What follows belongs to an exercise in optimizing a design on an open flow for small area, a short achievable clock period and few clock cycles; a production flow would make more cautious choices.
The RTL was checked by simulation tests, not by an equivalence proof against the original design.

==> flow/design.v, too long to show whole: its modules and the start of the top module <==
// module RFC_CORDIC_exp: 300 lines
// module RFC_CORDIC_div: 133 lines
// module Dual_mode_neuron: 775 lines
// module mul27_cs3: 992 lines
module Dual_mode_neuron (
    input wire clk,
    input wire rstn,
    input wire mode,     
    input wire signed [26 : 0] i_in,    
    output wire signed [26 : 0] v,
    output reg signed [26:0] h_0,
    output reg done
);
  // ...
==> flow/run.sh <==
#!/bin/bash
# synth_recipe.tcl (not shown) runs the flow's synth.tcl, then flattens the netlist and writes it again
# the make line also repeats each setting of config.mk as NAME=value (left out here)
make -C /OpenROAD-flow-scripts/flow DESIGN_CONFIG=/design/flow/config.mk WORK_HOME=/design/flow/orfs CLKGATE_MAP_FILE= SYNTH_SCRIPT=/design/flow/synth_recipe.tcl finish
==> flow/config.mk <==
export PLATFORM = sky130hd
export DESIGN_NAME = Dual_mode_neuron
export DESIGN_NICKNAME = Dual_mode_neuron
export VERILOG_FILES = /design/flow/design.v
export SDC_FILE = /design/flow/constraint.sdc
export NUM_CORES = 8
export LEC_CHECK = 0
export ABC_AREA = 1
export CAP_MARGIN = 30
export CORE_MARGIN = 2
export CORE_UTILIZATION = 40
export PLACE_DENSITY = 0.75
export SETUP_SLACK_MARGIN = 4
export SLEW_MARGIN = 30
export TNS_END_PERCENT = 30
==> flow/constraint.sdc <==
create_clock -name core_clock -period 11.0 [get_ports {clk}]
set_input_delay 2.2000 -clock core_clock [delete_from_list [all_inputs] [get_ports {clk}]]
set_output_delay 2.2000 -clock core_clock [all_outputs]
set_load 0.01 [all_outputs]
==> impl_metrics.json, run 1 <==
{
  "status": "complete, no violations",
  "mostFrequentLayoutCell": "nand2_1",
  "grt_start_max_net_pins": 78,
  "ys_ff_latch": 1247,
  "avgSynthCellArea_um2": 7.48,
  "cts_buffer_depth": 4,
  "dp.cells": 18300,
  "cp.depth": 20,
  "cts_root_buf": "clkbuf_16",
  "clkTransAtPathRegs_ns": 0.07,
  "largest_reg_flops": 45,
  "crit_path_cell_trace": "clkbuf_4 -> nand2_2 -> inv_2 -> nand2_8 -> inv_16 -> nor2_1 -> nand2_4 -> buf_12 -> a21oi_1 -> nor3_1 -> nand2_1 -> inv_2 -> o22ai_1 -> xor2_1 -> fa_1 -> inv_1 -> fa_1 -> inv_1 -> fa_1 -> fa_1",
  "nonClockInverterCount": 1906,
  "highest_layer": "met5",
  "yosysMostFrequentCell": "nand2_1",
  "synth_flop_cell": "edfxtp_1",
  "place_area_mm2": 0.117,
  "ys_types": 97,
  "multi_input_area_mm2": 0.0697,
  "hold_buffers": 0,
  "top_register": "pr0",
  "crit_path_start_kind": "primary input",
  "drt-met1-wl_um": 222000,
  "synthAdderAreaFrac_pct": 15.0,
  "cp_slowest_cell": "inv_2",
  "synth_warnings": 3,
  "cp_max_fo": 25,
  "overflow": 0,
  "max-slew-margin-rel_pct": 16.0
}
Testbench counts, summed over its fixed seeds: cycles 489,012.
==> inputs of run 2 (changes only) <==
--- a/flow/config.mk
+++ b/flow/config.mk
@@ -13,3 +13,2 @@
 export SETUP_SLACK_MARGIN = 4
 export SLEW_MARGIN = 30
-export TNS_END_PERCENT = 30
==> run 2 against run 1 <==
Effect of this change: synthesized cell count unchanged; register-to-register slack better by 0.04 ns; design area down 0.12%; largest cell class unchanged; highest routed layer unchanged.
==> impl_metrics.json, run 2 <==
{
  "status": "complete, no violations",
  "final.setup.tns_ns": 0,
  "async_flop_share_pct": 19.9,
  "grt_pass1_wl_um": 797000,
  "synth_top_cell_by_area": "edfxtp_1",
  "synthesis.area_mm2": 0.111,
  "maxSlewViolCount": 0,
  "largest_reg_flops": 45,
  "synth.top_cell.area_share_pct": 18.0,
  "crit_path_cell_trace": "nor2_2 -> buf_4 -> inv_1 -> nand2_1 -> and3_1 -> o21ai_0 -> a31oi_1 -> nand2_1 -> nor2_2 -> buf_4 -> o22ai_1 -> xor2_1 -> fa_1 -> inv_1 -> fa_1 -> inv_1 -> fa_1 -> fa_1",
  "via_count": 116000,
  "dieArea_mm2": 0.282,
  "cp_slowest_cell": "nor2_2",
  "drt_iter0_markers": 19700,
  "cts_root_buf": "clkbuf_16",
  "ys_ff_latch": 1247,
  "chipWidth_um": 531,
  "synth-edff-count": 668,
  "final_util_pct": 45.2,
  "ios": 85,
  "cp_max_fo": 15,
  "synth.net_count": 15900,
  "fillers": 27700,
  "worst_pin_slew_ns": 1.21,
  "startpoint": "sH[5]$_DFF_PN0_",
  "cts_buffer_depth": 4,
  "max-slew-margin-rel_pct": 18.7,
  "reg_top3": "pr0 (45), pr1 (44), pr2 (42)",
  "gp_congestion": 1.13,
  "rsz0062_at_grt": "true",
  "overflow": 0,
  "finalSetupViolCount": 0,
  "drive_above_1_share_pct": 9.23,
  "clk_latency_ns": 0.90,
  "antenna_found_initial": 81,
  "die_h_um": 531,
  "cts_buffers": 156,
  "hp-class": "reg -> reg",
  "post-route-period-util_pct": 64.5,
  "seq_area_mm2": 0.0330,
  "synthCells": 14900,
  "synth_area_leaders": "edfxtp_1, nand2_1, fa_1",
  "post-dp-hpwl_um": 446000,
  "htree_levels": 4,
  "io_buffers": 84,
  "crit_arrival_ns": 7.87,
  "crit_end": "pr1[20]$_DFF_P_",
  "synth_common_cells": "nand2_1, inv_1, nor2_1",
  "yosysSeqAreaShare_pct": 29.6,
  "avgSynthCellArea_um2": 7.48,
  "first_global_vias": 104000,
  "synth_flop_cell": "edfxtp_1",
  "reg2reg_to": "pr1[20]$_DFF_P_",
  "start_util_pct": 40.2,
  "final_nets": 16000,
  "drv_cap": 0,
  "cp_slowest_stage_delay_ns": 0.82,
  "fin_crit_ns": 7.10,
  "core_mm2": 0.276,
  "clkTransAtPathRegs_ns": 0.06,
  "final-hold-violation-count": 0,
  "multi_input_area_mm2": 0.0697,
  "layout.cells.most_common_list": "nand2_1, inv_1, nor2_1, o21ai_0, a21oi_1",
  "end_kind": "flop",
  "synth_warnings": 3,
  "synthToLayoutAreaGrowth_pct": 12.6,
  "worst-r2r-cell-count": 18,
  "numClockSinks": 1247,
  "crit_path_start_kind": "flop",
  "route.detailed.drc": 0,
  "max_freq_mhz": 141,
  "mostFrequentLayoutCell": "nand2_1",
  "rows": 193,
  "wire_per_inst_um": 30.6,
  "wl_um": 576000,
  "drt_first_pass_iters": 9,
  "r2r_slack_ns": 3.90,
  "grt_start_max_net_pins": 78,
  "via_per_inst": 6.14,
  "yosysMostFrequentCell": "nand2_1",
  "skew_ns": 0.0621,
  "tritoncts": "done",
  "rr_startpoint": "sH[5]$_DFF_PN0_",
  "criticalPathCategory": "reg -> reg",
  "finalHoldWorstSlack_ns": 0.444,
  "cp_common_cell": "fa_1",
  "required_ns": 11.77,
  "ant_nets": 0,
  "top_register": "pr0",
  "ys_types": 97,
  "grtUsageTotal_pct": 39.5
}
[run 2: changes by cell type in the layout (fill, tap and decap cells not counted), sizes merged]
cell	change
inv	+1
dlymetal6s2s	-1
clkdlybuf4s50	+1
buf	-10
clkinvlp	+1
clkinv	-1
diode	-2
[run 2: critical path: cells and delay by family (launching register included)]
| family | cells | cell delay (ns) |
|---|---|---|
| and+or+nand+nor | 5 | 2.00 |
| adders and majority gates | 4 | 1.92 |
| buffers and inverters | 5 | 1.31 |
| AOI/OAI and AO/OA | 3 | 0.84 |
| DFF | 1 | 0.69 |
| xor gates and xnor gates | 1 | 0.19 |
[run 2: per-stage QoR]
stage / cells / worst slack, ns / area, um2
final: 18800 / 3.90 / 125000
after global placement: 18300 / 1.42 / 116000
after floorplan: 14900 / 3.99 / 111000
after detailed placement: 18300 / 1.23 / 117000
after CTS: 18600 / 4.00 / 123000
after global routing: 18800 / 3.87 / 125000
[run 2: area by class of cell]
type | instances | area share, %
clock inverters | 84 | 0.842
repair inverters | 3 | 0.0170
diodes | 68 | 0.136
clock buffers | 200 | 3.45
well taps | 3705 | 3.71
flip-flops and latches | 1247 | 26.3
inverters | 1904 | 5.92
repair buffers | 565 | 3.91
multi-input cells | 11100 | 55.7
[run 2: how the worst min path moves through the flow]
stage	startpoint	to	slack, ns	depth (start not counted)
after floorplan	uexp.ish$_DFFE_PP_	e4s$_DFFE_PP_	0.40	0
after global placement	uexp.tg[1]$_SDFFCE_PN0N_	uexp.itg[1]$_DFFE_PP_	0.42	0
after detailed placement	uexp.tg[1]$_SDFFCE_PN0N_	uexp.itg[1]$_DFFE_PP_	0.43	0
after CTS	uexp.tg[1]$_SDFFCE_PN0N_	uexp.itg[1]$_DFFE_PP_	0.44	0
after global routing	uexp.tg[1]$_SDFFCE_PN0N_	uexp.itg[1]$_DFFE_PP_	0.45	0
final	uexp.tg[1]$_SDFFCE_PN0N_	uexp.itg[1]$_DFFE_PP_	0.44	0
[run 2: cell families after synthesis]
family          count (synthesis)  share of synthesized area, %
compound gates               3418                          18.0
xor+xnor                      808                          6.39
fa+ha+maj                    1034                          15.0
buf+inv                      2556                          8.99
flops                        1247                          29.6
mux                             6                        0.0585
simple gates                 5785                          21.8
[run 2: repair_timing]
| item | in CTS | in global routing |
|---|---|---|
| hold buffers | 0 | 0 |
| pin swaps | 19 | 45 |
| buffers inserted | 66 | 110 |
| gates resized for setup | 169 | 252 |
| setup endpoints to repair | 200 | 146 |
| cloned | 5 | 6 |
| endpoints found under the hold margin | 0 | 0 |
[run 2: per-layer routing]
metal | vias to the layer above | global-route usage [%] | share of wire (%)
li1 | 50000 | - | -
met1 | 54900 | 51.6 | 39
met2 | 8669 | 55.0 | 40
met3 | 1902 | 15.6 | 14
met4 | 74 | 22.7 | 7.0
met5 | - | 0 | 0.10
==> inputs of run 3 (changes only) <==
--- a/flow/config.mk
+++ b/flow/config.mk
@@ -10,5 +10,5 @@
 export CORE_MARGIN = 2
 export CORE_UTILIZATION = 40
-export PLACE_DENSITY = 0.75
+export PLACE_DENSITY = 0.45
 export SETUP_SLACK_MARGIN = 4
 export SLEW_MARGIN = 30
==> run 3 against run 2 <==
Effect of this change: count of clock-buffer cells in the layout rose by 8; via count up 1.1%; flip-flop and latch count did not move; first-iteration DRC count decreased by 15%; sequential share of layout area decreased by 0.21 points; clock skew is 0.085 ns higher; design area grew 0.81%; area after synthesis is the same; utilization rose by 0.37 points; register-to-register slack about the same; critical endpoint is now uexp.z[2]$_DFFE_PP_; highest routed layer unchanged.
==> impl_metrics.json, run 3 <==
{
  "htree_levels": 4,
  "wire_per_inst_um": 33.2,
  "synth_warnings": 3,
  "reg_top3": "pr0 (45), pr1 (44), pr2 (42)",
  "skew_ns": 0.147,
  "maxSlewViolCount": 0,
  "largest_reg_flops": 45,
  "mostFrequentLayoutCell": "nand2_1",
  "max_freq_mhz": 141,
  "cp_max_fo": 20,
  "core_mm2": 0.276,
  "synth-edff-count": 668,
  "clkTransAtPathRegs_ns": 0.08,
  "synth.top_cell.area_share_pct": 18.0,
  "layout.cells.most_common_list": "nand2_1, inv_1, nor2_1, o21ai_0, a21oi_1",
  "criticalPathCategory": "reg -> reg",
  "route.detailed.drc": 0,
  "fillers": 27900,
  "reg2reg_to": "uexp.z[2]$_DFFE_PP_",
  "ys_types": 97,
  "synthCells": 14900,
  "final.setup.tns_ns": 0,
  "ys_ff_latch": 1247,
  "numClockSinks": 1247,
  "synth_flop_cell": "edfxtp_1",
  "die_h_um": 531,
  "cts_buffer_depth": 4,
  "gp_congestion": 1.12,
  "cts_root_buf": "clkbuf_16",
  "avgSynthCellArea_um2": 7.48,
  "via_per_inst": 6.18,
  "top_register": "pr0",
  "chipWidth_um": 531,
  "crit_path_cell_trace": "clkinvlp_4 -> nand2_1 -> inv_1 -> o21ai_0 -> xor2_1 -> inv_1 -> ha_1 -> a21oi_1 -> nand2_1 -> a21oi_1 -> o21ai_0 -> a21boi_0 -> o21ai_0 -> nand2_1 -> nand3_1 -> xnor2_4 -> o21ai_1 -> buf_4 -> o21ai_0 -> inv_1 -> o21ai_1 -> o21ai_0",
  "ant_nets": 0,
  "start_util_pct": 40.2,
  "grt_start_max_net_pins": 75,
  "crit_arrival_ns": 7.73,
  "post-dp-hpwl_um": 487000,
  "worst_pin_slew_ns": 1.45,
  "synth_common_cells": "nand2_1, inv_1, nor2_1",
  "synth_area_leaders": "edfxtp_1, nand2_1, fa_1",
  "overflow": 0,
  "drt_iter0_markers": 16800,
  "dieArea_mm2": 0.282,
  "synth.net_count": 15900,
  "cp_slowest_stage_delay_ns": 0.75,
  "fin_crit_ns": 7.10,
  "required_ns": 11.63,
  "place_area_mm2": 0.117,
  "clk_latency_ns": 0.96,
  "final_nets": 16100,
  "rows": 193,
  "first_global_vias": 109000,
  "final-hold-violation-count": 0,
  "io_buffers": 84,
  "drv_cap": 0,
  "cp_common_cell": "o21ai_0",
  "max-slew-margin-rel_pct": 3.29,
  "async_flop_share_pct": 19.9,
  "tritoncts": "done",
  "wl_um": 627000,
  "synth_top_cell_by_area": "edfxtp_1",
  "crit_path_start_kind": "flop",
  "yosysSeqAreaShare_pct": 29.6,
  "antenna_found_initial": 82,
  "startpoint": "sX[23]$_DFF_PN0_",
  "hp-class": "reg -> reg",
  "rr_startpoint": "sX[23]$_DFF_PN0_",
  "yosysMostFrequentCell": "nand2_1",
  "worst-r2r-cell-count": 22,
  "final_cell_area_mm2": 0.126,
  "finalSetupViolCount": 0,
  "drt_first_pass_iters": 9,
  "ios": 85,
  "drive_above_1_share_pct": 9.95,
  "rsz0062_at_grt": "true",
  "cts_buffers": 161,
  "post-route-period-util_pct": 64.5,
  "end_kind": "flop",
  "grt_pass1_wl_um": 859000,
  "via_count": 117000,
  "r2r_slack_ns": 3.90,
  "hold_buffers": 0,
  "crit_end": "uexp.z[2]$_DFFE_PP_",
  "synthToLayoutAreaGrowth_pct": 13.5,
  "synthesis.area_mm2": 0.111,
  "status": "complete, no violations",
  "cp_slowest_cell": "dfrtp_1",
  "grtUsageTotal_pct": 43.2
}
-- run 3: what timing repair did --
| item | CTS | global route |
|---|---|---|
| gates cloned | 9 | 9 |
| pin swaps | 47 | 71 |
| gates resized for setup | 301 | 267 |
| buffers inserted | 114 | 91 |
| endpoints found under the setup margin | 215 | 159 |
-- run 3: worst min path at each step --
stage / start / depth (start not counted) / to
global placement: uexp.ish$_DFFE_PP_ / 0 / e4s$_DFFE_PP_
detailed placement: uexp.ish$_DFFE_PP_ / 0 / e4s$_DFFE_PP_
finish: uexp.ish$_DFFE_PP_ / 0 / e4s$_DFFE_PP_
floorplan: uexp.ish$_DFFE_PP_ / 0 / e4s$_DFFE_PP_
CTS: uexp.ish$_DFFE_PP_ / 0 / e4s$_DFFE_PP_
global route: uexp.ish$_DFFE_PP_ / 0 / e4s$_DFFE_PP_
-- run 3: cell type report --
cell class,instances,area (um2),area share [%]
clock buffer,208,4420,3.51
sequential,1247,33000,26.1
timing repair inverter,5,30.0,0.0238
multi-input combinational,11100,70000,55.5
tap,3705,4640,3.68
timing repair buffer,613,5530,4.38
clock inverter,87,945,0.749
inverter,1904,7420,5.88
antenna,70,175,0.139
-- run 3: routing by layer --
metal	GRT usage, %	share of wire [%]	vias to the layer above
li1	-	-	50100
met3	13.1	12	1956
met5	0.291	0.053	-
met1	54.3	38	56800
met2	63.5	42	7972
met4	29.3	8.4	32
-- run 3: critical path, delay by kind of cell (launching register included) --
family,cells,cell delay [ns]
compound gates,10,2.53
buf+inv,5,1.40
simple gates,4,0.99
flops,1,0.75
fa+ha+maj,1,0.37
xor+xnor,2,0.74
-- run 3: stage by stage --
step,util (%),hold slack (ns),setup WS (ns),cells
global placement,42.1,0.422,1.23,18300
global route,45.6,0.453,3.76,18800
floorplan,-,0.400,3.99,14900
finish,45.6,0.433,3.90,18900
detailed placement,42.2,0.421,1.25,18300
CTS,44.8,0.439,3.97,18700
-- run 3: logic make-up (layout without fill, tap and decap cells) --
kind of cell,after synthesis,after routing,share of synthesized area [%]
and+or+nand+nor,5785,5791,21.8
adders and majority gates,1034,1034,15.0
buffers and inverters,2556,2817,8.99
DFF,1247,1247,29.6
xor gates and xnor gates,808,808,6.39
AOI/OAI and AO/OA,3418,3418,18.0
muxes,6,6,0.0585
other,0,70,0
==> inputs of run 4 (changes only) <==
--- a/flow/config.mk
+++ b/flow/config.mk
@@ -10,5 +10,5 @@
 export CORE_MARGIN = 2
 export CORE_UTILIZATION = 40
-export PLACE_DENSITY = 0.45
-export SETUP_SLACK_MARGIN = 4
+export PLACE_DENSITY = 0.65
+export SETUP_SLACK_MARGIN = 4.25
 export SLEW_MARGIN = 30
==> run 4 against run 3 <==
Effect of this change: critical endpoint is now uexp.eo[22]$_SDFFCE_PP0P_; critical path type unchanged; still clean on timing, DRC and antenna; die area did not move; register-to-register slack got worse by 0.04 ns; area after synthesis did not move.
==> impl_metrics.json, run 4 <==
{
  "worst_pin_slew_ns": 1.27,
  "io_buffers": 84,
  "fin_crit_ns": 7.14,
  "final.setup.tns_ns": 0,
  "largest_reg_flops": 45,
  "reg_top3": "pr0 (45), pr1 (44), pr2 (42)",
  "crit_path_start_kind": "flop",
  "post-route-period-util_pct": 64.9,
  "wire_per_inst_um": 30.5,
  "rows": 193,
  "cp_slowest_stage_delay_ns": 0.57,
  "dp.cells": 18300,
  "cp_slowest_cell": "o211ai_1",
  "drv_cap": 0,
  "htree_levels": 4,
  "final-hold-violation-count": 0,
  "first_global_vias": 105000,
  "synth_warnings": 3,
  "final_nets": 16100,
  "yosysSeqAreaShare_pct": 29.6,
  "synth.net_count": 15900,
  "multi_input_area_mm2": 0.0704,
  "gp_congestion": 1.10,
  "synthCells": 14900,
  "grtUsageTotal_pct": 39.7,
  "mostFrequentLayoutCell": "nand2_1",
  "chipWidth_um": 531,
  "drt_first_pass_iters": 9,
  "die_h_um": 531,
  "route.detailed.drc": 0,
  "overflow": 0,
  "layout.cells.most_common_list": "nand2_1, inv_1, nor2_1, o21ai_0, a21oi_1",
  "cp_common_cell": "fa_1",
  "maxSlewViolCount": 0,
  "synth_common_cells": "nand2_1, inv_1, nor2_1",
  "synth_area_leaders": "edfxtp_1, nand2_1, fa_1",
  "skew_ns": 0.0743,
  "start_util_pct": 40.2,
  "dieArea_mm2": 0.282,
  "max_freq_mhz": 140,
  "rsz0062_at_grt": "true",
  "drive_above_1_share_pct": 10.6,
  "max-slew-margin-rel_pct": 14.8,
  "criticalPathCategory": "reg -> reg",
  "avgSynthCellArea_um2": 7.48,
  "fillers": 27900,
  "grt_start_max_net_pins": 131,
  "cts_buffer_depth": 4,
  "synth_top_cell_by_area": "edfxtp_1",
  "end_kind": "flop",
  "status": "complete, no violations",
  "finalSetupViolCount": 0,
  "instances_no_fill": 18900,
  "hp-class": "reg -> reg",
  "synthToLayoutAreaGrowth_pct": 14.4,
  "cp_max_fo": 3,
  "numClockSinks": 1247,
  "hold_buffers": 0,
  "clkTransAtPathRegs_ns": 0.06,
  "crit_arrival_ns": 7.75,
  "synth_flop_cell": "edfxtp_1",
  "yosysMostFrequentCell": "nand2_1",
  "cts_root_buf": "clkbuf_16",
  "ant_nets": 0,
  "dp_slack_ns": 1.39,
  "wl_um": 578000,
  "antenna_found_initial": 85,
  "post-dp-hpwl_um": 446000,
  "synthesis.area_mm2": 0.111,
  "clk_latency_ns": 0.89,
  "ios": 85,
  "required_ns": 11.61,
  "grt_pass1_wl_um": 799000,
  "worst_slack_ns": 3.86,
  "via_count": 115000,
  "ys_types": 97,
  "drt_iter0_markers": 17900,
  "tritoncts": "done",
  "async_flop_share_pct": 19.9,
  "synth.top_cell.area_share_pct": 18.0,
  "top_register": "pr0",
  "core_mm2": 0.276,
  "seq_area_mm2": 0.0330,
  "synth-edff-count": 668,
  "via_per_inst": 6.09,
  "ys_ff_latch": 1247,
  "cts_buffers": 158
}
## run 4: cell count changes in the layout (fill, tap and decap cells not counted), sizes merged
cell	change
buf	+43
bufbuf	+6
clkbuf	-6
inv	+5
nand2	+4
bufinv	-3
clkinvlp	-3
diode	-3
clkinv	-2
clkdlybuf4s50	-1
dlygate4sd2	+1
nor2	+1
## run 4: final cells by class
cell class / count / area share, %
sequential: 1247 / 25.9
antenna: 67 / 0.132
clock inverter: 82 / 0.659
clock buffer: 205 / 3.46
tap: 3705 / 3.65
multi-input combinational: 11100 / 55.4
inverter: 1904 / 5.91
timing repair buffer: 659 / 4.82
timing repair inverter: 7 / 0.0335
## run 4: logic make-up after synthesis
family                     share of synthesized area (%)
adders and majority gates                           15.0
and+or+nand+nor                                     21.8
AOI/OAI and AO/OA                                   18.0
buffers and inverters                               8.99
DFF                                                 29.6
xor gates and xnor gates                            6.39
muxes                                             0.0585
## run 4: worst paths after layout
path | from | end | slack, ns | depth (start not counted)
max in group asynchronous | rstn | sX[5]$_DFF_PN0_ | 7.72 | 3
worst min register to register | uexp.tg[1]$_SDFFCE_PN0N_ | uexp.itg[1]$_DFFE_PP_ | 0.44 | 0
worst max-delay path | uexp.isg$_DFFE_PP_ | uexp.eo[22]$_SDFFCE_PP0P_ | 3.86 | 31
min in group asynchronous | rstn | h_0[24]$_DFFE_PN0P_ | 1.38 | 1
worst max register to register | uexp.isg$_DFFE_PP_ | uexp.eo[22]$_SDFFCE_PP0P_ | 3.86 | 31
worst min-delay path | uexp.tg[1]$_SDFFCE_PN0N_ | uexp.itg[1]$_DFFE_PP_ | 0.44 | 0
## run 4: metrics by stage
| step | hold slack, ns | instance area (um2) | util, % |
|---|---|---|---|
| 2_1_floorplan | 0.400 | 111000 | - |
| 3_3_place_gp | 0.423 | 116000 | 42.0 |
| 3_5_place_dp | 0.427 | 116000 | 42.1 |
| 4_1_cts | 0.445 | 125000 | 45.1 |
| 5_1_grt | 0.449 | 127000 | 45.9 |
| 6_report | 0.437 | 127000 | 46.0 |
## run 4: metal layers
metal / track usage [%] / routed length [um]
met1: 52.1 / 227000
met2: 56.7 / 236000
met4: 24.0 / 40600
met3: 12.5 / 74000
met5: 0.274 / 624
## run 4: worst max-delay path: cells and delay by family (launching register included)
family | cells | cell delay, ns
buf+inv | 6 | 0.61
fa+ha+maj | 7 | 3.49
compound gates | 5 | 1.12
xor+xnor | 1 | 0.15
flops | 1 | 0.49
simple gates | 12 | 1.03
## run 4: repair_timing
action,in CTS,in global routing
setup buffers,142,148
endpoints found under the hold margin,0,0
resized for setup,400,308
cloned,20,8
endpoints found under the setup margin,226,146
pin swaps,70,83
==> inputs of run 5 (changes only) <==
--- a/flow/config.mk
+++ b/flow/config.mk
@@ -10,5 +10,5 @@
 export CORE_MARGIN = 2
 export CORE_UTILIZATION = 40
-export PLACE_DENSITY = 0.65
-export SETUP_SLACK_MARGIN = 4.25
+export PLACE_DENSITY = 0.55
+export SETUP_SLACK_MARGIN = 3.75
 export SLEW_MARGIN = 30
==> run 5 against run 4 <==
Effect of this change: still clean on timing, DRC and antenna; flip-flop and latch count stayed put; area after synthesis stayed put; final cell count is 0.80% lower; die area stayed put; synthesized cell count stayed put.
==> impl_metrics.json, run 5 <==
{
  "status": "complete, no violations",
  "cts_root_buf": "clkbuf_16",
  "via_count": 113000,
  "cts_buffers": 157,
  "layout.cells.most_common_list": "nand2_1, inv_1, nor2_1, o21ai_0, a21oi_1",
  "synth-edff-count": 668,
  "worst_slack_ns": 3.71,
  "grtUsageTotal_pct": 41.4,
  "criticalPathCategory": "in -> reg",
  "post-dp-hpwl_um": 474000,
  "mostFrequentLayoutCell": "nand2_1",
  "synth_mux_area_share_pct": 0.0585,
  "synth.top_cell.area_share_pct": 18.0,
  "synthToLayoutAreaGrowth_pct": 11.8,
  "synthCells": 14900,
  "crit_path_cell_trace": "buf_4 -> nand2_2 -> inv_2 -> nand2_2 -> buf_4 -> nor2_4 -> clkinvlp_4 -> buf_4 -> nor2_1 -> a211o_1 -> nor3_1 -> nand2_1 -> clkinv_2 -> o22ai_1 -> xor2_1 -> fa_1 -> inv_1 -> fa_1 -> inv_1 -> fa_1 -> fa_1",
  "numClockSinks": 1247,
  "cp_common_cell": "fa_1",
  "yosysSeqAreaShare_pct": 29.6,
  "gp_congestion": 1.09,
  "use_met2_pct": 59.2,
  "grt_pass1_wl_um": 824000,
  "maxSlewViolCount": 0,
  "crit_arrival_ns": 8.03,
  "core_mm2": 0.276,
  "synth.net_count": 15900,
  "io_buffers": 84,
  "chipWidth_um": 531,
  "hp-start": "uexp.tg[1]$_SDFFCE_PN0N_",
  "drt_first_pass_iters": 9,
  "ios": 85,
  "busiest_layer": "met2",
  "grt_util_met3_pct": 12.2,
  "post-route-period-util_pct": 66.3,
  "synth_compound_area_share_pct": 18.0,
  "yosys.area_share.simple_pct": 21.8,
  "dieArea_mm2": 0.282,
  "synth_xor_area_share_pct": 6.39,
  "fillers": 28400,
  "avgSynthCellArea_um2": 7.48,
  "grtUsageMet1_pct": 55.3,
  "wire_per_inst_um": 31.9,
  "yosysMostFrequentCell": "nand2_1",
  "final.setup.tns_ns": 0,
  "drt_iter0_markers": 15800,
  "max-slew-margin-rel_pct": 19.8,
  "instances_no_fill": 18800,
  "synth_area_leaders": "edfxtp_1, nand2_1, fa_1",
  "finalSetupViolCount": 0,
  "worst-path-buf-inv": 8,
  "max_freq_mhz": 137,
  "synth_warnings": 3,
  "rsz0062_at_grt": "true",
  "cts_buffer_depth": 4,
  "die_h_um": 531,
  "cp_slowest_cell": "nor3_1",
  "ant_nets": 0,
  "via_per_inst": 6.01,
  "route.detailed.drc": 0,
  "start_util_pct": 40.2,
  "crit_path_start_kind": "primary input",
  "fin_crit_ns": 7.29,
  "startpoint": "mode",
  "final-hold-violation-count": 0,
  "hp-class": "reg -> reg",
  "crit_family": "adder cells",
  "antenna_found_initial": 80,
  "place_area_mm2": 0.116,
  "rr_startpoint": "pr0[21]$_DFF_P_",
  "drv_cap": 0,
  "grt_start_max_net_pins": 81,
  "synth_top_cell_by_area": "edfxtp_1",
  "wl_um": 599000,
  "synth_flop_cell": "edfxtp_1",
  "cp_max_fo": 25,
  "first_global_vias": 104000,
  "dp_slack_ns": 1.33,
  "clkTransAtPathRegs_ns": 0.06,
  "dp.cells": 18300,
  "final_cell_area_mm2": 0.124,
  "overflow": 0,
  "async_flop_share_pct": 19.9,
  "final_nets": 16000,
  "drive_above_1_share_pct": 8.54,
  "worst_pin_slew_ns": 1.20,
  "largest_reg_flops": 45,
  "end_kind": "flop",
  "synthAdderAreaFrac_pct": 15.0,
  "reg_top3": "pr0 (45), pr1 (44), pr2 (42)",
  "rows": 193,
  "top_register": "pr0",
  "ys_ff_latch": 1247,
  "finalHoldWorstSlack_ns": 0.426,
  "synth_top_family_by_area": "simple AND/OR/NAND/NOR gates",
  "required_ns": 11.74,
  "htree_levels": 4,
  "cp_slowest_stage_delay_ns": 0.62,
  "clk_latency_ns": 0.89,
  "skew_ns": 0.0759,
  "synthesis.area_mm2": 0.111,
  "tritoncts": "done",
  "synth_common_cells": "nand2_1, inv_1, nor2_1",
  "ys_types": 97
}
run 5: cell counts after synthesis:
No cell type changed its count.
run 5: area by class of cell:
type	count	area (um2)	share of cell area, %
repair inverters	5	36.3	0.0292
multi-input cells	11100	69200	55.7
flip-flops and latches	1247	33000	26.5
diodes	63	158	0.127
inverters	1904	7350	5.92
well taps	3705	4640	3.73
repair buffers	525	4520	3.64
clock inverters	76	906	0.729
clock buffers	208	4450	3.58
run 5: metal layers:
metal | share of wire [%] | vias to the layer above | wire (um)
met4 | 6.5 | 52 | 39100
met5 | 0.059 | - | 356
met1 | 41 | 54400 | 244000
met3 | 12 | 1421 | 69800
met2 | 41 | 7110 | 247000
li1 | - | 49900 | -
run 5: worst paths after layout:
| check | to | slack [ns] | depth (start not counted) |
|---|---|---|---|
| max reg2reg | ACC[26]$_DFFE_PP_ | 3.74 | 26 |
| max | pr1[26]$_DFF_P_ | 3.71 | 21 |
| min reg2reg | uexp.itg[1]$_DFFE_PP_ | 0.43 | 0 |
| min | uexp.itg[1]$_DFFE_PP_ | 0.43 | 0 |
| min in group asynchronous | Vm[14]$_DFFE_PN0P_ | 1.33 | 1 |
| max in group asynchronous | sH[7]$_DFF_PN0_ | 7.45 | 3 |
run 5: cells by family (layout without fill, tap and decap cells):
group / after synthesis / count (layout)
AOI/OAI and AO/OA: 3418 / 3418
adders and majority gates: 1034 / 1034
xor gates and xnor gates: 808 / 808
other: 0 / 63
buffers and inverters: 2556 / 2718
and+or+nand+nor: 5785 / 5787
DFF: 1247 / 1247
muxes: 6 / 6
run 5: through the flow:
step	util (%)
after floorplan	-
after global placement	42.0
after detailed placement	42.1
after CTS	44.3
after global routing	44.9
final	44.9
run 5: what timing repair did:
item	CTS	global route
hold buffers	0	0
pin swaps	9	29
setup endpoints to repair	150	100
gates resized for setup	115	180
gates cloned	4	6
setup buffers	34	114
run 5: worst register-to-register path: stages (launching register included):
cell and delay, ns:
dfxtp_1 0.31, fa_1 0.49, ha_2 0.44, nand2_1 0.15, nor2_2 0.28, inv_1 0.10
nor2_1 0.27, and3_1 0.27, nand3b_1 0.21, nand3_4 0.23, nand2_1 0.13, nand2_4 0.21
clkinvlp_4 0.27, nand2_1 0.14, o21ai_0 0.22, o211ai_1 0.50, xor2_1 0.17, ha_1 0.42
nand2_1 0.09, nor2_1 0.19, nand2_1 0.13, or4_1 0.43, o221ai_1 0.35, xor2_1 0.33
xnor3_1 0.51, nand2_1 0.10, nand2_1 0.05
==> inputs of run 6 (changes only) <==
--- a/flow/config.mk
+++ b/flow/config.mk
@@ -11,4 +11,4 @@
 export CORE_UTILIZATION = 40
 export PLACE_DENSITY = 0.55
-export SETUP_SLACK_MARGIN = 3.75
+export SETUP_SLACK_MARGIN = 4
 export SLEW_MARGIN = 30
==> run 6 against run 5 <==
Effect of this change: still clean; setup slack improved by 0.30 ns; fmax up 4.3%; die area unchanged; via count rose by 0.49%; synthesized cell count stayed put; clock skew grew 0.016 ns; register-to-register slack better by 0.28 ns; largest cell class unchanged.
==> impl_metrics.json, run 6 <==
{
  "start_util_pct": 40.2,
  "status": "complete, no violations",
  "synthesis.area_mm2": 0.111,
  "synth_area_leaders": "edfxtp_1, nand2_1, fa_1",
  "ios": 85,
  "drv_cap": 0,
  "core_mm2": 0.276,
  "crit_path_start_kind": "primary input",
  "required_ns": 11.72,
  "cts_root_buf": "clkbuf_16",
  "top_register": "pr0",
  "htree_levels": 4,
  "layout.cells.most_common_list": "nand2_1, inv_1, nor2_1, o21ai_0, a21oi_1",
  "clkTransAtPathRegs_ns": 0.06,
  "final-hold-violation-count": 0,
  "ant_nets": 0,
  "ys_types": 97,
  "synth_warnings": 3,
  "rows": 193,
  "first_global_vias": 103000,
  "finalHoldWorstSlack_ns": 0.431,
  "hold_path_end": "uexp.itg[1]$_DFFE_PP_",
  "skew_ns": 0.0915,
  "synth_flop_cell": "edfxtp_1",
  "worst_pin_slew_ns": 1.20,
  "route.detailed.drc": 0,
  "final_cell_area_mm2": 0.125,
  "overflow": 0,
  "ys_ff_latch": 1247,
  "cts_buffer_depth": 4,
  "clk_latency_ns": 0.91,
  "min_path_cells": 0,
  "numClockSinks": 1247,
  "synth_common_cells": "nand2_1, inv_1, nor2_1",
  "fin_crit_ns": 6.99,
  "drive_above_1_share_pct": 9.33,
  "antenna_found_initial": 74,
  "multi_input_area_mm2": 0.0695,
  "seq_area_mm2": 0.0330,
  "synth-edff-count": 668,
  "maxSlewViolCount": 0,
  "fillers": 28500,
  "die_h_um": 531,
  "rr_startpoint": "sH[7]$_DFF_PN0_",
  "cp_max_fo": 25,
  "io_buffers": 84,
  "hp-start": "uexp.tg[1]$_SDFFCE_PN0N_",
  "synthCells": 14900,
  "hold_buffers": 0,
  "cts_buffers": 161,
  "async_flop_share_pct": 19.9,
  "synth_top_cell_by_area": "edfxtp_1",
  "wire_per_inst_um": 31.0,
  "gp_congestion": 1.11,
  "final.setup.tns_ns": 0,
  "rsz0062_at_grt": "true",
  "final_nets": 16000,
  "avgSynthCellArea_um2": 7.48,
  "reg2reg_to": "pr1[28]$_DFF_P_",
  "place_area_mm2": 0.116,
  "synth.top_cell.area_share_pct": 18.0,
  "via_count": 113000,
  "post-route-period-util_pct": 63.6,
  "grt_start_max_net_pins": 137,
  "tritoncts": "done",
  "end_kind": "flop",
  "grtUsageTotal_pct": 40.2,
  "worst-r2r-cell-count": 19,
  "wl_um": 584000,
  "synth.net_count": 15900,
  "chipWidth_um": 531,
  "finalSetupViolCount": 0,
  "drt_iter0_markers": 16200,
  "max-slew-margin-rel_pct": 19.5,
  "synthToLayoutAreaGrowth_pct": 12.5,
  "yosysSeqAreaShare_pct": 29.6,
  "post-dp-hpwl_um": 457000,
  "hp-class": "reg -> reg",
  "yosysMostFrequentCell": "nand2_1",
  "grt_pass1_wl_um": 804000,
  "crit_arrival_ns": 7.71,
  "mostFrequentLayoutCell": "nand2_1",
  "reg_top3": "pr0 (45), pr1 (44), pr2 (42)",
  "largest_reg_flops": 45,
  "r2r_slack_ns": 4.02,
  "max_freq_mhz": 143,
  "drt_first_pass_iters": 8,
  "criticalPathCategory": "in -> reg",
  "dieArea_mm2": 0.282,
  "via_per_inst": 6.01
}
-- run 6: changes by cell type in the layout (fill, tap and decap cells not counted), moves of 8 or more --
cell	delta
nand2_4	+10
clkinv_2	+11
buf_4	+43
o21ai_2	+9
o21ai_1	+11
buf_6	+13
o21ai_0	-18
clkbuf_8	-8
inv_1	-10
nand2_1	-8
-- run 6: final cells by class --
type | count | area share [%]
multi-input combinational | 11100 | 55.6
sequential | 1247 | 26.4
inverter | 1904 | 5.91
timing repair buffer | 581 | 3.96
tap | 3705 | 3.71
clock buffer | 205 | 3.54
clock inverter | 92 | 0.768
antenna | 63 | 0.126
timing repair inverter | 6 | 0.0310
-- run 6: worst max path at each step --
stage                            start                         to  slack, ns  cells past startpoint
floorplan                         mode            pr1[29]$_DFF_P_       3.99                     24
global placement                  mode            pr1[26]$_DFF_P_       1.20                     26
detailed placement                mode            pr1[27]$_DFF_P_       1.08                     22
CTS                    pr0[10]$_DFF_P_          ACC[24]$_DFFE_PP_       4.00                     31
global route        uexp.isg$_DFFE_PP_  uexp.eo[22]$_SDFFCE_PP0P_       3.93                     32
finish                            mode            pr1[29]$_DFF_P_       4.01                     20
-- run 6: critical path, stage by stage --
cell and delay [ns]:
buf_6 0.17, nand2_4 0.11, inv_2 0.11, nand2_4 0.13
inv_4 0.17, nor2_2 0.08, nand3_4 0.13, buf_4 0.32
a21oi_1 0.12, nor3_1 0.72, nand2_2 0.44, inv_4 0.44
o22ai_1 0.17, xor2_1 0.18, fa_1 0.51, inv_1 0.05
fa_1 0.54, inv_1 0.05, fa_1 0.49, fa_1 0.49
-- run 6: cell families (layout without fill, tap and decap cells) --
group                      Yosys count  count (layout)  share of synthesized area, %
and+or+nand+nor                   5785            5790                          21.8
AOI/OAI and AO/OA                 3418            3418                          18.0
buffers and inverters             2556            2788                          8.99
DFF                               1247            1247                          29.6
adders and majority gates         1034            1034                          15.0
xor gates and xnor gates           808             808                          6.39
muxes                                6               6                        0.0585
other                                0              63                             0
-- run 6: stage by stage --
stage               util (%)  cells  worst slack, ns
floorplan                  -  14900             3.99
global placement        42.0  18300             1.20
detailed placement      42.0  18300             1.08
CTS                     44.5  18700             4.00
global route            45.2  18800             3.93
finish                  45.2  18900             4.01
-- run 6: what timing repair did --
item,in CTS,in global routing
cloned,9,7
setup buffers,73,136
resized for setup,195,227
setup endpoints to repair,190,125
pin swaps,27,58
-- run 6: layer usage --
layer | part of all wire (%) | vias up | routed length, um | global-route usage (%)
met3 | 12 | 1407 | 68100 | 11.4
li1 | - | 50000 | - | -
met4 | 6.7 | 28 | 39000 | 22.8
met1 | 41 | 54700 | 236000 | 53.8
met5 | 0.028 | - | 166 | 0
met2 | 41 | 7286 | 240000 | 57.6

## port drivers added, routing unchanged
The flow's constraints put no driver on any port. The routed layouts listed below were extracted and timed again, unchanged, in two steps. Step 1 assumes that a clkbuf_16 drives the clock port and a buf_2 every other input. Step 2 adds t to the input delays and takes it off the output delays; t is the mean of the earliest and latest rising clock arrival at the registers after step 1. Input paths then give back, and output paths get back, about the clock's delay inside the block. Slacks: no drivers / after step 1 / after step 2; pairs: no drivers / after step 1.
| run | t (ns) | setup WS [ns] | hold slack, ns | worst setup path after step 2 | latest minus earliest clock arrival (ns) |
|---|---|---|---|---|---|
| run 1 | 0.963 | 3.848 / 3.859 / 2.950 | 0.440 / 0.440 / 0.440 | input to register | 0.070 / 0.070 |
| run 2 | 0.972 | 3.902 / 3.902 / 3.006 | 0.444 / 0.444 / 0.444 | input to register | 0.065 / 0.065 |
| run 3 | 0.988 | 3.900 / 3.900 / 3.053 | 0.433 / 0.433 / 0.433 | input to register | 0.148 / 0.147 |
| run 4 | 0.957 | 3.860 / 3.860 / 3.274 | 0.437 / 0.437 / 0.437 | input to register | 0.074 / 0.074 |
| run 5 | 0.971 | 3.711 / 3.742 / 2.829 | 0.426 / 0.426 / 0.426 | input to register | 0.078 / 0.078 |
| run 6 | 0.962 | 4.009 / 4.023 / 3.111 | 0.431 / 0.431 / 0.431 | input to register | 0.091 / 0.091 |
After both steps every run listed still meets setup and hold.
